What follows belongs to an exercise in optimizing a design on an open flow for small area and few clock cycles per item; a production flow would make more cautious choices.
Function was checked by simulation only, so behaviour that the tests miss may differ from the original.

## flow/design.v (module list and top-level ports; edited modules follow where they fit)
// module DCSformer: 7039 lines
module DCSformer(
	clk,
	rst_n,
	i_valid,
	w_valid,
	i_data,
	w_data,
	w_ready,
	o_valid,
	o_data
);
  // ...
==> flow/run.sh <==
#!/bin/bash
# synth_recipe.tcl (not shown) runs the flow's synth.tcl, then flattens the netlist and writes it again
# the make line also repeats each setting of config.mk as NAME=value (left out here)
make -C /OpenROAD-flow-scripts/flow DESIGN_CONFIG=/design/flow/config.mk WORK_HOME=/design/flow/orfs CLKGATE_MAP_FILE= SYNTH_SCRIPT=/design/flow/synth_recipe.tcl finish
==> flow/config.mk <==
export PLATFORM = sky130hd
export DESIGN_NAME = DCSformer
export DESIGN_NICKNAME = DCSformer
export VERILOG_FILES = /design/flow/design.v
export SDC_FILE = /design/flow/constraint.sdc
export NUM_CORES = 4
export LEC_CHECK = 0
export CAP_MARGIN = 0
export CORE_MARGIN = 2
export CORE_UTILIZATION = 55
export CTS_CLUSTER_DIAMETER = 70
export CTS_CLUSTER_SIZE = 32
export SLEW_MARGIN = 0
==> flow/constraint.sdc <==
create_clock -name core_clock -period 6.0 [get_ports {clk}]
set_input_delay 1.2000 -clock core_clock [delete_from_list [all_inputs] [get_ports {clk}]]
set_output_delay 1.2000 -clock core_clock [all_outputs]
set_load 0.01 [all_outputs]
==> flow_summary.toml, run 1 <==
[yosys]
yosys.area.top_type = "dfxtp_1"
synth_compound_area_share_pct = 5.75
synthAdderAreaFrac_pct = 23.3
synth-edff-count = 720
yosys.area_share.simple_pct = 7.24

[run_status]
status = "complete, no violations"

[clock_network]
cts_sinks = 1969

[drt]
top_layer = "met5"
drc = 0
via_per_inst = 5.47

[setup_path]
crit_arrival_ns = 6.50
regToRegEndpoint = "acc[15]"
critPathLaunchType = "flop"
crit_path_end = "acc[15]"

[floorplanning]
start_util_pct = 55.5
coreArea_mm2 = 0.150
die_h_um = 393

[timing]
rsz0062_at_grt = "yes"
slew_viol_final = 0
layout_setup_ws_ns = 0.138

[finish]
largest_cell_class = "sequential cells"
seq_cell_count = 1969
nClkBuffers = 123
inverters = 934
nets = 7943
top_register = "xc"
multi_input_area_mm2 = 0.0326

[placement]
dpl.hpwl_um = 184000

[global_route]
use_met1_pct = 46.2
grt_max_degree = 185
Testbench counts, summed over its fixed seeds: cycles 29,944, items 192.
==> run 2, diff against run 1 <==
--- a/flow/design.v
+++ b/flow/design.v
@@ -52,21 +52,23 @@
 		else if (pre)
 			ost <= '0;
 		hi6     <= act && (ost <= 5'd7);
 		lo6     <= act && (ost >= 5'd8) && (ost <= 5'd15);
 		o_valid <= act && (ost >= 5'd16) && (ost <= 5'd23);
 	end
 end
 logic [112:0][7:0] xc;
+logic [7:0]        bop;     
+wire [7:0] xc0_n = i_valid ? i_data : (w_valid ? w_data : xc[7]);
 always_ff @(posedge clk) begin
-	xc[0] <= i_valid ? i_data : (w_valid ? w_data : xc[7]);
+	xc[0] <= xc0_n;
 	for (int d = 1; d < 113; d++) xc[d] <= xc[d-1];
+	bop <= act_n ? xc[0] : xc0_n;
 end
-wire [7:0] bop = actm[0] ? xc[1] : xc[0];
 logic [7:0][19:0] r0, r1, r2, r3;
 logic [3:0][19:0] r4;
 logic [7:0][30:0] acc;
 wire ren = evt | act | pre;
 always_ff @(posedge clk) begin
 	if (ren) begin
 		for (int k = 0; k < 7; k++) begin
 			r0[k] <= r0[k+1];
==> flow/flow/run.sh (new file) <==
#!/bin/bash
# Own flow: the standard synthesis, then flow/bubble.py removes inverters
# around full adders in the synthesized netlist (a full adder is self-dual, so
# it can be implemented in complemented form), then the standard layout
# from that netlist. Each step logs to its own file in this folder.
set -euo pipefail
R=orfs/results/${FLOW_PLATFORM}/DCSformer/base
bash standard.sh synth > synth.log 2>&1
cp "$R/1_2_yosys.v" "$R/1_2_yosys.std.v"
python3 flow/bubble.py "$R/1_2_yosys.std.v" "$R/1_2_yosys.v" > bubble.log 2>&1
rm -f "$R/1_synth.odb" "$R/1_synth.sdc"
bash standard.sh > layout.log 2>&1
==> flow/flow/bubble.py (new file) <==
#!/usr/bin/env python3
"""Removes inverters around full adders in a gate-level netlist.

A full adder is self-dual: FA(~a,~b,~c) = (~cout, ~sum). The synthesis leaves
many inverters between full adders (its carry-save trees come out with mixed
polarities). This script picks, for each full adder, whether to implement its
complement (inputs and outputs inverted) so that as few inverters as possible
remain, then rewrites the netlist. Registers and all other cells are kept.

usage: bubble.py in.v out.v
"""
import re, sys, random
from collections import defaultdict

src = re.sub(r'\(\*.*?\*\)', '', open(sys.argv[1]).read())
m = re.search(r'\bmodule\s+(\S+)\s*\(', src)
body_start = src.index(';', m.end()) + 1
end = src.rindex('endmodule')

CELL = re.compile(r'\s*(sky130_fd_sc_hd__\w+)\s+(\S+)\s*\((.*?)\);', re.S)
PIN = re.compile(r'\.(\w+)\(\s*((?:\\\S+\s)|[^()\s]+)\s*\)')
OUTP = {'X', 'Y', 'SUM', 'COUT', 'Q', 'Q_N', 'HI', 'LO'}

# split body into cell instances and other text (declarations)
pieces = []   # ('txt', text) or ('cell', [typ, name, {pin: net}])
pos = body_start
text = src[body_start:end]
for cm in re.finditer(r'\n\s*(sky130_fd_sc_hd__\w+)\s+(\S+)\s*\((.*?)\);', text, re.S):
    pass
cells = {}
order = []
other = []
last = 0
for cm in re.finditer(r'(?m)^\s*(sky130_fd_sc_hd__\w+)\s+(\S+)\s*\((.*?)\);', text, re.S):
    other.append(text[last:cm.start()])
    typ, name, pb = cm.group(1), cm.group(2), cm.group(3)
    pins = {}
    for p, n in PIN.findall(pb):
        pins[p] = n.strip() if not n.startswith('\\') else n.rstrip()
    cells[name] = [typ, pins]
    order.append(name)
    last = cm.end()
other.append(text[last:])
decl_text = "".join(other)

# ports
hdr = src[:body_start]
ports = set()
for dm in re.finditer(r'(?m)^\s*(input|output)\s+(\[[^\]]+\]\s*)?([^;]+);', decl_text):
    for nm in dm.group(3).split(','):
        ports.add(nm.strip())
def is_port(net):
    b = net.split('[')[0].strip()
    return b in ports

def short(t):
    return t.split('__')[1]
def is_inv(n): return short(cells[n][0]).startswith('inv_')
def is_fa(n): return short(cells[n][0]).startswith('fa_')

def build():
    drv, loads = {}, defaultdict(list)
    for n, (t, pins) in cells.items():
        for p, net in pins.items():
            if p in OUTP: drv[net] = (n, p)
            else: loads[net].append((n, p))
    return drv, loads
drv, loads = build()
n_inv0 = sum(1 for n in cells if is_inv(n))

# ---------------------------------------------------------------- model
fas = [n for n in cells if is_fa(n)]
def base(net):
    d = drv.get(net)
    if d and is_inv(d[0]) and not is_port(net):
        return cells[d[0]][1]['A'], 1
    return net, 0
cons = defaultdict(list)
portfixed = set()
for n, (t, pins) in cells.items():
    if is_inv(n):
        # inverter driving a port: its input needs the inverted value, fixed
        y = pins['Y']
        if is_port(y):
            portfixed.add(pins['A'])
        continue
    for p, net in pins.items():
        if p in OUTP: continue
        b, par = base(net)
        cons[b].append((n, par))
# nets directly observed by ports (non-inverted)
for net in list(drv):
    if is_port(net):
        cons[net].append((None, 0))
for a in portfixed:
    cons[a].append((None, 1))
x = {f: 0 for f in fas}
def dcell(net):
    d = drv.get(net); return d[0] if d else None
def cost(b):
    f = dcell(b); xf = x.get(f, 0)
    need1 = False
    for (g, par) in cons[b]:
        if par ^ xf ^ x.get(g, 0): need1 = True; break
    return 1 if need1 else 0
touch = defaultdict(set)
for b in cons:
    f = dcell(b)
    if f in x: touch[f].add(b)
    for (g, par) in cons[b]:
        if g in x: touch[g].add(b)
for f in fas:
    for p in ('SUM', 'COUT'):
        net = cells[f][1].get(p)
        if net is not None: touch[f].add(net)
total = lambda: sum(cost(b) for b in cons)
best = total(); bestx = dict(x)
random.seed(1)
for restart in range(6):
    if restart:
        x = dict(bestx)
        for f in random.sample(fas, len(fas) // 10): x[f] ^= 1
    improved = True
    while improved:
        improved = False
        order_f = list(fas); random.shuffle(order_f)
        for f in order_f:
            before = sum(cost(b) for b in touch[f])
            x[f] ^= 1
            after = sum(cost(b) for b in touch[f])
            if after < before: improved = True
            elif after > before: x[f] ^= 1
            # ties: keep flipped with prob 1/2 to wander
            elif random.random() < 0.5: x[f] ^= 1
    t = total()
    if t < best: best, bestx = t, dict(x)
x = bestx
print(f"inverters: {n_inv0} before, model {best}", file=sys.stderr)

# ---------------------------------------------------------------- rewrite
newn = [0]
new_wires = []
def fresh():
    newn[0] += 1
    w = f"bub_{newn[0]}"
    new_wires.append(w)
    return w
newc = [0]
def add_inv(a, y):
    newc[0] += 1
    nm = f"bub_inv_{newc[0]}"
    cells[nm] = ['sky130_fd_sc_hd__inv_1', {'A': a, 'Y': y}]
    order.append(nm)
    return nm
inv_of = {}
for n in list(cells):
    if is_inv(n): inv_of.setdefault(cells[n][1]['A'], cells[n][1]['Y'])
def complement(net):
    d = drv.get(net)
    if d and is_inv(d[0]): return cells[d[0]][1]['A']
    if net in inv_of: return inv_of[net]
    w = fresh(); add_inv(net, w); inv_of[net] = w
    return w
flips = [f for f in fas if x[f]]
for f in flips:
    pins = cells[f][1]
    for p in ('A', 'B', 'CIN'):
        pins[p] = complement(pins[p])
for f in flips:
    pins = cells[f][1]
    for p in ('SUM', 'COUT'):
        o = pins[p]; w = fresh(); pins[p] = w
        add_inv(w, o)
# cleanup: double inverters and dead inverters
changed = True
while changed:
    changed = False
    drv, loads = build()
    for n in list(cells):
        if n not in cells or not is_inv(n): continue
        a, y = cells[n][1]['A'], cells[n][1]['Y']
        d = drv.get(a)
        if d and is_inv(d[0]) and not is_port(y):
            src_net = cells[d[0]][1]['A']
            for (g, p) in loads[y]:
                cells[g][1][p] = src_net
            del cells[n]; changed = True
    drv, loads = build()
    for n in list(cells):
        if is_inv(n) and not loads[cells[n][1]['Y']] and not is_port(cells[n][1]['Y']):
            del cells[n]; changed = True
n_inv1 = sum(1 for n in cells if is_inv(n))
print(f"inverters after rewrite: {n_inv1}, full adders flipped: {len(flips)}", file=sys.stderr)

out = [hdr]
out.append("".join(other[:1]))
for w in new_wires:
    out.append(f"  wire {w};\n")
for n in order:
    if n not in cells: continue
    t, pins = cells[n]
    pl = ",\n".join(f"    .{p}({v}{' ' if v.startswith(chr(92)) and not v.endswith(' ') else ''})" for p, v in pins.items())
    out.append(f"  {t} {n} (\n{pl}\n  );\n")
out.append("".join(other[1:]))
out.append(src[end:])
open(sys.argv[2], 'w').write("".join(out))
==> flow/standard.sh (new file) <==
#!/bin/bash
# synth_recipe.tcl (not shown) runs the flow's synth.tcl, then flattens the netlist and writes it again
# the make line also repeats each setting of config.mk as NAME=value (left out here)
make -C /OpenROAD-flow-scripts/flow DESIGN_CONFIG=/design/flow/config.mk WORK_HOME=/design/flow/orfs CLKGATE_MAP_FILE= SYNTH_SCRIPT=/design/flow/synth_recipe.tcl "${@:-finish}"
==> flow/config.mk (replaced) <==
export PLATFORM = sky130hd
export DESIGN_NAME = DCSformer
export DESIGN_NICKNAME = DCSformer
export VERILOG_FILES = /design/flow/design.v
export SDC_FILE = /design/flow/constraint.sdc
export NUM_CORES = 4
export LEC_CHECK = 0
export CAP_MARGIN = 0
export CORE_MARGIN = 2
export CORE_UTILIZATION = 62
export CTS_CLUSTER_DIAMETER = 80
export CTS_CLUSTER_SIZE = 24
export SLEW_MARGIN = 0
removed: flow/run.sh
==> run 2 against run 1 <==
Effect of this change: flip-flop and latch count increased by 8; critical path depth decreased by 2; worst hold slack got worse by 0.013 ns; count of clock-buffer cells in the layout increased by 21; highest routed layer unchanged; register-to-register slack got worse by 0.03 ns.
==> flow_summary.toml, run 2 <==
[drt]
dr.pass1.iters = 5
dr.first_iter.drc_count = 4537
via_per_inst = 5.64
wl_met3_um = 18200
drc = 0
postRouteAntennaNets = 0
met2_length_um = 90200
wl_per_cell_um = 25.6
num_vias = 45100
top_layer = "met5"
met1_length_um = 88700
routed_wl_um = 205000

[yosys]
syn_area_per_cell_um2 = 13.7
synth_fp_nets = 7114
synthCells = 5963
syn_area_mm2 = 0.0819
yosys_warnings = 1

[clock_network]
h-tree-depth = 3
clkTransAtPathRegs_ns = 0.10
clock-root-buffer = "clkbuf_16"
clock_path_buffers = 3
cts_sinks = 1977
clock_latency_ns = 0.76
cts_buffers = 104
cts_hold_buf = 0
cts_tree = "built"

[global_route]
antenna_found_initial = 6
grt_pass1_vias = 44900
track_usage_pct = 30.8
grt-ovfl-total = 0
grt_pass1_wl_um = 301000
grt_max_degree = 163

[setup_path]
cpPeakStageDelay_ns = 0.60
crit_fanout = 4
timing.reg2reg.worst_path_depth = 19
cp-end-kind = "flop"
crit_arrival_ns = 6.55
rr_startpoint = "r3[156]"
timing.reg2reg.setup_slack_ns = 0.11
critPathKind = "flop to flop"
regToRegEndpoint = "acc[151]"
crit_path_cell_trace = "a22oi_1 > o21ai_1 > and2_1 > fa_1 > fa_1 > fa_1 > fa_1 > ha_1 > o21a_1 > nor2_1 > nor3_1 > a21oi_1 > buf_4 > a21oi_1 > buf_4 > nand3_1 > nor2_1 > ha_1 > xor2_1"
timing.critical_path.mode_cell = "fa_1"
crit_slowest_cell = "edfxtp_1"
critPathLaunchType = "flop"
cp.required_ns = 6.66

[finish]
largest_reg_flops = 904
final_layout_size_suffix_gt1_share_pct = 7.94
multi_input_area_mm2 = 0.0324
syn_to_final_growth_pct = 9.09
top_regs = "xc: 904 flops, acc: 248 flops"
fill_cells = 9386
top_register = "xc"
nets = 7312
fin_cells = 7993
seq_area_mm2 = 0.0469
final_common_cell = "dfxtp_1"
final_cell_mix = "dfxtp_1, edfxtp_1, fa_1"

[timing]
period_needed_ns = 5.89
period_share_pct = 98.1
fin_skew_ns = 0.0415
fmax_mhz = 170
slew-limit-headroom_pct = 35.3
hold_viol = 0
worst_slew_pin_slew_ns = 0.970
fin_setup_tns_ns = 0
setup_violations = 0
slew_viol_final = 0

[floorplanning]
coreArea_mm2 = 0.131
die_h_um = 367
die_w_um = 367
die-area_mm2 = 0.135
num_rows = 133
top_level_ports = 54
start_util_pct = 62.4

[worst_hold_path]
hold_class = "flop to flop"
hold_path_end = "mdl[43]"
whs_path_depth = 0
min-delay-start = "mdl[42]"

[placement]
gp_congestion = 0.949
portBuffers = 52
dpl.hpwl_um = 157000
placed_cells = 7796

[job]
max_cap_viol_count = 0

[run_status]
status = "complete, no violations"
run 2: layout make-up:
class	instances	share of cell area, %
multi-input cells	3243	36.3
diodes	4	0.0112
flip-flops and latches	1977	52.5
inverters	573	2.41
clock buffers	144	3.20
repair buffers	262	2.68
clock inverters	35	0.482
well taps	1755	2.46
run 2: routing by layer:
layer,track usage [%],up-vias
met1,45.6,22900
met3,6.47,294
met4,10.4,4
li1,-,20200
met5,0,-
met2,45.6,1660
run 2: worst max-delay path by stage:
| stage | startpoint | endpoint | depth (start not counted) |
|---|---|---|---|
| floorplan | actm[0] | r0[0] | 4 |
| global placement | actm[0] | acc[60] | 20 |
| detailed placement | actm[0] | acc[60] | 20 |
| CTS | actm[0] | acc[89] | 20 |
| global route | actm[0] | acc[182] | 20 |
| finish | r3[156] | acc[151] | 19 |
run 2: critical path: cells and delay by family (launching register included):
| kind | cells | cell delay, ns |
|---|---|---|
| xor+xnor | 1 | 0.23 |
| fa+ha+maj | 6 | 2.55 |
| simple gates | 5 | 0.85 |
| flops | 1 | 0.60 |
| compound gates | 5 | 1.18 |
| buf+inv | 2 | 0.39 |
run 2: metrics by stage:
stage | hold WS (ns) | area (µm²) | util (%) | worst slack [ns]
floorplan | 0.310 | 82000 | - | -0.323
global placement | 0.310 | 85700 | 65.3 | 0.104
detailed placement | 0.312 | 85700 | 65.3 | 0.0948
CTS | 0.309 | 89000 | 67.8 | 0.0409
global route | 0.316 | 89300 | 68.0 | -0.0307
finish | 0.299 | 89300 | 68.1 | 0.112
run 2: what timing repair did:
action                     in CTS  in global routing
buffers inserted                0                 13
setup endpoints to repair       0                 53
resized for setup               0                 43
Testbench counts of run 2, summed over its fixed seeds: cycles 29,944, items 192.
==> run 3, diff against run 2 <==
--- a/flow/config.mk
+++ b/flow/config.mk
@@ -8,5 +8,5 @@
 export CAP_MARGIN = 0
 export CORE_MARGIN = 2
-export CORE_UTILIZATION = 62
+export CORE_UTILIZATION = 55
 export CTS_CLUSTER_DIAMETER = 80
 export CTS_CLUSTER_SIZE = 24
==> run 3 against run 2 <==
Effect of this change: critical path depth is the same; wire length grew 2.5%; final cell count grew 2.4%; setup slack gained 0.082 ns; count of clock-buffer cells in the layout grew 3; worst hold slack gained 0.012 ns; design area grew 0.50%; critical endpoint is now acc[120].
==> flow_summary.toml, run 3 <==
[finish]
syn_to_final_growth_pct = 9.63
top_register = "xc"
fill_cells = 11800
final_cell_mix = "dfxtp_1, edfxtp_1, fa_1"
final_common_cell = "dfxtp_1"
fin_cells = 8182
final_layout_size_suffix_gt1_share_pct = 7.98
largest_reg_flops = 904
top_regs = "xc: 904 flops, acc: 248 flops"
nets = 7326

[drt]
wl_per_cell_um = 25.6
postRouteAntennaNets = 0
num_vias = 44900
dr.first_iter.drc_count = 4548
routed_wl_um = 210000
via_per_inst = 5.49
dr.pass1.iters = 6
drc = 0

[clock_network]
clock_latency_ns = 0.76
clock-root-buffer = "clkbuf_16"
cts_buffers = 109
cts_tree = "built"
clock_path_buffers = 3
clkTransAtPathRegs_ns = 0.09
cts_sinks = 1977
h-tree-depth = 3

[timing]
fin_setup_tns_ns = 0
period_needed_ns = 5.81
period_share_pct = 96.8
fin_skew_ns = 0.0282
setup_violations = 0
rsz0062_at_grt = "no"
fmax_mhz = 172
hold_viol = 0
worst_slew_pin_slew_ns = 1.04
slew-limit-headroom_pct = 30.7
slew_viol_final = 0

[yosys]
yosys_warnings = 1
syn_area_per_cell_um2 = 13.7
syn_area_mm2 = 0.0819
synthCells = 5963
synth_fp_nets = 7114

[job]
max_cap_viol_count = 0

[floorplanning]
coreArea_mm2 = 0.148
die_w_um = 390
num_rows = 141
start_util_pct = 55.4
die-area_mm2 = 0.152
die_h_um = 390
top_level_ports = 54

[placement]
portBuffers = 52
gp_congestion = 0.949
placed_cells = 7992
dpl.hpwl_um = 163000

[global_route]
grt-ovfl-total = 0
grt_max_degree = 135
antenna_found_initial = 7
grt_pass1_vias = 44500
grt_pass1_wl_um = 306000
track_usage_pct = 28.0

[setup_path]
crit_path_end = "acc[120]"
startpoint = "actm[0]"
cp.required_ns = 6.63
cp-end-kind = "flop"
crit_fanout = 16
timing.reg2reg.worst_path_depth = 19
critPathKind = "flop to flop"
regToRegEndpoint = "acc[120]"
crit_arrival_ns = 6.44
rr_startpoint = "actm[0]"
timing.reg2reg.setup_slack_ns = 0.19
critPathLaunchType = "flop"

[run_status]
status = "complete, no violations"

[worst_hold_path]
hold_class = "flop to flop"
==> run 3: critical path, cell delays in order, from the launching register on <==
cell	delay [ns]
dfrtp_4	0.54
buf_12	0.18
buf_4	0.19
o21ai_2	0.27
nand2_1	0.12
fa_1	0.50
inv_1	0.05
fa_1	0.44
fa_1	0.54
fa_1	0.42
ha_1	0.34
a21oi_1	0.20
nor2b_1	0.07
o21a_1	0.17
a211o_1	0.42
a2111o_1	0.53
nand4_2	0.22
nor3_1	0.09
ha_1	0.20
xor2_1	0.17
==> run 3: layer usage <==
metal,GRT usage [%],wire length (µm),up-vias
li1,-,-,20300
met3,4.71,16200,232
met1,42.5,95400,22800
met4,7.24,5380,2
met2,42.0,92800,1593
met5,0,13,-
==> run 3: layout make-up <==
cell class	instances	area [µm²]	share of cell area (%)
Antenna cell	1	2.50	0.00279
Sequential cell	1977	46900	52.2
Clock buffer	147	2990	3.33
Timing Repair Buffer	271	2440	2.72
Inverter	573	2150	2.40
Tap cell	1930	2410	2.69
Clock inverter	40	593	0.660
Multi-Input combinational cell	3243	32300	36.0
==> run 3: worst min path at each step <==
stage	end	slack, ns	from	cells after the start
3_3_place_gp	xc[535]	0.31	xc[527]	0
5_1_grt	xc[659]	0.31	xc[651]	0
3_5_place_dp	xc[146]	0.31	xc[138]	0
2_1_floorplan	mdl[17]	0.31	mdl[16]	0
6_report	xc[658]	0.31	xc[650]	0
4_1_cts	xc[658]	0.31	xc[650]	0
==> run 3: through the flow <==
step / area, µm² / utilization (%) / hold WS, ns / worst slack, ns
after floorplan: 82000 / - / 0.310 / -0.323
after global placement: 86100 / 58.3 / 0.310 / 0.205
after detailed placement: 86100 / 58.3 / 0.312 / 0.130
after CTS: 89700 / 60.7 / 0.309 / 0.115
after global routing: 89800 / 60.7 / 0.305 / 0.00393
final: 89800 / 60.7 / 0.311 / 0.193
==> run 3: what timing repair did <==
item	4_1_cts	5_1_grt
endpoints found under the hold margin	0	0
setup buffers	0	2
endpoints found under the setup margin	0	26
hold buffers	0	0
resized for setup	0	19
==> run 4, diff against run 3 <==
--- a/flow/config.mk
+++ b/flow/config.mk
@@ -8,5 +8,5 @@
 export CAP_MARGIN = 0
 export CORE_MARGIN = 2
-export CORE_UTILIZATION = 55
+export CORE_UTILIZATION = 58
 export CTS_CLUSTER_DIAMETER = 80
 export CTS_CLUSTER_SIZE = 24
==> run 4 against run 3 <==
Effect of this change: highest routed layer unchanged; die area down 5.1%; clock skew up 0.025 ns; fmax down 0.50%; first-iteration DRC count down 7.7%; still clean on timing, DRC and antenna.
==> flow_summary.toml, run 4 <==
[placement]
placed_cells = 7951
portBuffers = 52
pre_cts_slack_ns = 0.113
gp_congestion = 0.934
dpl.hpwl_um = 161000

[timing]
worst_slew_pin_slew_ns = 0.919
fmax_mhz = 171
rsz0062_at_grt = "yes"
layout_setup_ws_ns = 0.164
setup_violations = 0
hold_viol = 0
slew_viol_final = 0
period_share_pct = 97.3
fin_skew_ns = 0.0528
fin_setup_tns_ns = 0
period_needed_ns = 5.84
slew-limit-headroom_pct = 38.7

[setup_path]
regToRegEndpoint = "acc[182]"
crit_arrival_ns = 6.48
cpPeakStageDelay_ns = 0.63
cp.required_ns = 6.65
timing.reg2reg.setup_slack_ns = 0.16
cp_top_family = "adder cells"
critPathKind = "flop to flop"
timing.critical_path.mode_cell = "fa_1"
timing.reg2reg.worst_path_depth = 17
critPathLaunchType = "flop"
crit_path_cell_trace = "a22oi_1 > o21ai_4 > buf_4 > and2_1 > fa_1 > fa_1 > fa_1 > fa_1 > ha_1 > nor2b_1 > o21a_1 > a211o_1 > a2111o_1 > nand4_2 > nor3_1 > ha_1 > xor2_1"
cp-end-kind = "flop"
crit_fanout = 6
path_buf_inv = 1
rr_startpoint = "r2[154]"
crit_slowest_cell = "edfxtp_1"

[finish]
top_register = "xc"
nets = 7336
fin_util_pct = 64.2
fin_cells = 8136
largest_reg_flops = 904
final_common_cell = "dfxtp_1"
multi_input_area_mm2 = 0.0323
final_layout_size_suffix_gt1_share_pct = 8.18
final_cell_mix = "dfxtp_1, edfxtp_1, fa_1"
syn_to_final_growth_pct = 9.56
seq_area_mm2 = 0.0469
top_regs = "xc: 904 flops, acc: 248 flops"
fill_cells = 10700

[worst_hold_path]
min-delay-start = "xc[246]"
hold_path_end = "xc[254]"
whs_path_depth = 0
hold_class = "flop to flop"

[drt]
wl_per_cell_um = 25.6
drc = 0
dr.pass1.iters = 6
num_vias = 44800
postRouteAntennaNets = 0
dr.first_iter.drc_count = 4198
routed_wl_um = 208000
via_per_inst = 5.51

[floorplanning]
die_h_um = 380
start_util_pct = 58.6
top_level_ports = 54
die-area_mm2 = 0.144
die_w_um = 380
num_rows = 137
coreArea_mm2 = 0.140

[clock_network]
cts_hold_buf = 0
cts_sinks = 1977
cts_tree = "built"
h-tree-depth = 3
clock_latency_ns = 0.80
clock_path_buffers = 3
cts_buffers = 106
clkTransAtPathRegs_ns = 0.10
clock-root-buffer = "clkbuf_16"

[global_route]
track_usage_pct = 29.2
grt_max_degree = 144
grt_pass1_vias = 44300
grt-ovfl-total = 0
grt_pass1_wl_um = 303000
antenna_found_initial = 8

[yosys]
syn_area_per_cell_um2 = 13.7
yosys_warnings = 1
synthCells = 5963
synth_fp_nets = 7114
syn_area_mm2 = 0.0819

[run_status]
status = "complete, no violations"

[job]
max_cap_viol_count = 0
-- run 4: area by class of cell --
type / instances / area share [%]
clock inverter: 35 / 0.672
antenna: 3 / 0.00837
tap: 1876 / 2.62
inverter: 573 / 2.40
multi-input combinational: 3243 / 36.0
clock buffer: 145 / 3.19
sequential: 1977 / 52.3
timing repair buffer: 284 / 2.80
-- run 4: worst max-delay path by stage --
stage	to	start	cells after the start
2_1_floorplan	r0[0]	actm[0]	4
3_3_place_gp	acc[153]	r3[153]	20
3_5_place_dp	acc[215]	hs[6]	21
5_1_grt	acc[215]	actm[0]	21
6_report	acc[182]	r2[154]	17
4_1_cts	acc[153]	r3[153]	20
-- run 4: layer usage --
layer  track usage, %  up-vias  routed length [µm]
li1                 -    20300                   -
met1             42.8    22700               91300
met2             42.5     1505               90200
met3             7.50      288               18700
met4             9.76        4                8020
met5                0        -                  25
-- run 4: stage by stage --
step                hold slack [ns]  cell area, µm²
floorplan                     0.310           82000
finish                        0.292           89700
global route                  0.308           89700
detailed placement            0.312           86100
CTS                           0.304           89600
global placement              0.309           86100
-- run 4: timing repair --
item / 4_1_cts / 5_1_grt
setup buffers: 0 / 2
gates resized for setup: 0 / 34
endpoints found under the hold margin: 0 / 0
endpoints found under the setup margin: 0 / 53
==> run 5, diff against run 4 <==
--- a/flow/config.mk
+++ b/flow/config.mk
@@ -8,6 +8,6 @@
 export CAP_MARGIN = 0
 export CORE_MARGIN = 2
-export CORE_UTILIZATION = 58
-export CTS_CLUSTER_DIAMETER = 80
-export CTS_CLUSTER_SIZE = 24
+export CORE_UTILIZATION = 55
+export CTS_CLUSTER_DIAMETER = 85
+export CTS_CLUSTER_SIZE = 28
 export SLEW_MARGIN = 0
==> run 5 against run 4 <==
Effect of this change: utilization shrank 3.8 points; non-clock buffer count shrank 13; wire length grew 0.39%; count of clock-buffer cells in the layout shrank 26; first-iteration DRC count is 4.0% higher; synthesized cell count unchanged; clock skew rose by 0.013 ns; die area rose by 5.4%; flip-flop and latch count is the same; critical path depth did not move.
==> flow_summary.toml, run 5 <==
[yosys]
yosys_warnings = 1
syn_area_per_cell_um2 = 13.7
synth_fp_nets = 7114
syn_area_mm2 = 0.0819
synthCells = 5963

[floorplanning]
start_util_pct = 55.4
coreArea_mm2 = 0.148
top_level_ports = 54
die_w_um = 390
num_rows = 141
die-area_mm2 = 0.152
die_h_um = 390

[finish]
multi_input_area_mm2 = 0.0323
syn_to_final_growth_pct = 8.95
seq_area_mm2 = 0.0469
fill_cells = 11800
largest_reg_flops = 904
final_common_cell = "dfxtp_1"
final_layout_size_suffix_gt1_share_pct = 7.54
n_antenna_cell = 0
final_cell_mix = "dfxtp_1, edfxtp_1, fa_1"
top_regs = "xc: 904 flops, acc: 248 flops"
top_register = "xc"
nets = 7309
finalInstanceArea_mm2 = 0.0892

[setup_path]
crit_path_cell_trace = "a22oi_1 > o21ai_0 > and2_1 > fa_1 > fa_1 > fa_1 > fa_1 > ha_1 > a21oi_1 > nor2b_1 > o21a_1 > a211o_1 > a2111o_1 > nand4_2 > nor3_1 > ha_1 > xor2_1"
cp-end-kind = "flop"
cp.required_ns = 6.66
cpPeakStageDelay_ns = 0.57
critPathLaunchType = "flop"
timing.reg2reg.setup_slack_ns = 0.20
crit_arrival_ns = 6.46
critPathKind = "flop to flop"
crit_slowest_cell = "fa_1"
crit_fanout = 5
timing.critical_path.mode_cell = "fa_1"

[global_route]
antenna_found_initial = 8
grt_max_degree = 135
grt-ovfl-total = 0
grt_pass1_vias = 44400
grt_pass1_wl_um = 305000
track_usage_pct = 28.0

[drt]
postRouteAntennaNets = 0
dr.first_iter.drc_count = 4366
num_vias = 44800
wl_per_cell_um = 25.7
via_per_inst = 5.50
drc = 0
routed_wl_um = 209000
dr.pass1.iters = 5

[timing]
setup_violations = 0
period_needed_ns = 5.80
hold_viol = 0
fin_skew_ns = 0.0656
fmax_mhz = 172
rsz0062_at_grt = "yes"
period_share_pct = 96.7
slew_viol_final = 0
worst_slew_pin_slew_ns = 1.04
slew-limit-headroom_pct = 30.8
hold-worst-slack_ns = 0.310
layout_setup_ws_ns = 0.198

[run_status]
status = "complete, no violations"

[placement]
portBuffers = 52
pre_cts_slack_ns = 0.130
gp_congestion = 0.949
dpl.hpwl_um = 163000
place_area_mm2 = 0.0861

[clock_network]
clock-root-buffer = "clkbuf_16"
clock_latency_ns = 0.79
h-tree-depth = 3
cts_buffers = 92
cts_tree = "built"
cts_sinks = 1977
clkTransAtPathRegs_ns = 0.10
clock_path_buffers = 3

[job]
max_cap_viol_count = 0

[worst_hold_path]
hold_class = "flop to flop"
==> run 5: cell types whose count changed in the layout (fill, tap and decap cells not counted), sizes merged <==
cell	previous run	this run
diode	3	0
buf	232	219
clkinvlp	0	1
clkinv	12	13
bufinv	2	0
inv	594	596
clkbuf	145	119
==> run 5: through the flow <==
step                instances  TNS, ns  util, %
floorplan                5963  -232.43        -
finish                   8150        0     60.4
global placement         7992        0     58.3
detailed placement       7992        0     58.3
global route             8150   -0.176     60.4
CTS                      8148        0     60.3
==> run 5: worst max-delay path: cells and delay by family, from the launching register on <==
kind	cells	cell delay [ns]
DFF	1	0.52
AOI/OAI and AO/OA	6	1.88
adders and majority gates	6	2.48
and+or+nand+nor	4	0.63
xor gates and xnor gates	1	0.17
==> run 5: what timing repair did <==
item                       CTS  global route
resized for setup            0            11
setup endpoints to repair    0            19
hold buffers                 0             0
setup buffers                0             2
==> run 5: path summary, 6_finish.rpt <==
path | to | start | cells after the start
max | acc[120] | r4[73] | 17
min | xc[595] | xc[587] | 0
max reg2reg | acc[120] | r4[73] | 17
min reg2reg | xc[595] | xc[587] | 0
max in group asynchronous | actm[0] | rst_n | 2
min in group asynchronous | icnt[6] | rst_n | 2
==> run 5: area by class of cell <==
type,instances,area share [%]
clock buffer,119,2.77
clock inverter,37,0.659
inverter,573,2.41
multi-input combinational,3243,36.1
sequential,1977,52.6
tap,1930,2.71
timing repair buffer,271,2.73
==> run 5: routing by layer <==
| layer | vias up | GRT usage (%) | wire, µm |
|---|---|---|---|
| met5 | - | 0 | 27 |
| met4 | 4 | 7.56 | 6290 |
| met3 | 259 | 5.08 | 15900 |
| met2 | 1557 | 41.6 | 91600 |
| met1 | 22800 | 42.3 | 95300 |
| li1 | 20200 | - | - |

port drivers added, routing unchanged:
How much do the figures lean on ideal ports? The routed layouts below were timed once more, with nothing changed but the port constraints. Step 1 sets driving cells, clkbuf_16 on the clock port and buf_2 on the other inputs (assumed; they add their load-dependent delay and slew). Step 2 also shifts input and output timing later by t, the mid clock arrival at the registers, as if the neighbouring blocks saw the same clock. Three values: ideal ports, drivers, drivers and shift; two values: the first two.
| run | t, ns | slack for setup (ns) | slew at the worst register clock pin (ns) |
|---|---|---|---|
| run 1 | 0.845 | 0.138 / 0.138 / 0.138 | 0.11 / 0.11 |
| run 2 | 0.824 | 0.112 / 0.112 / 0.112 | 0.11 / 0.11 |
| run 3 | 0.827 | 0.193 / 0.193 / 0.193 | 0.11 / 0.11 |
| run 4 | 0.845 | 0.164 / 0.164 / 0.164 | 0.10 / 0.10 |
| run 5 | 0.837 | 0.198 / 0.198 / 0.198 | 0.12 / 0.12 |
After both steps every run listed still meets setup and hold.
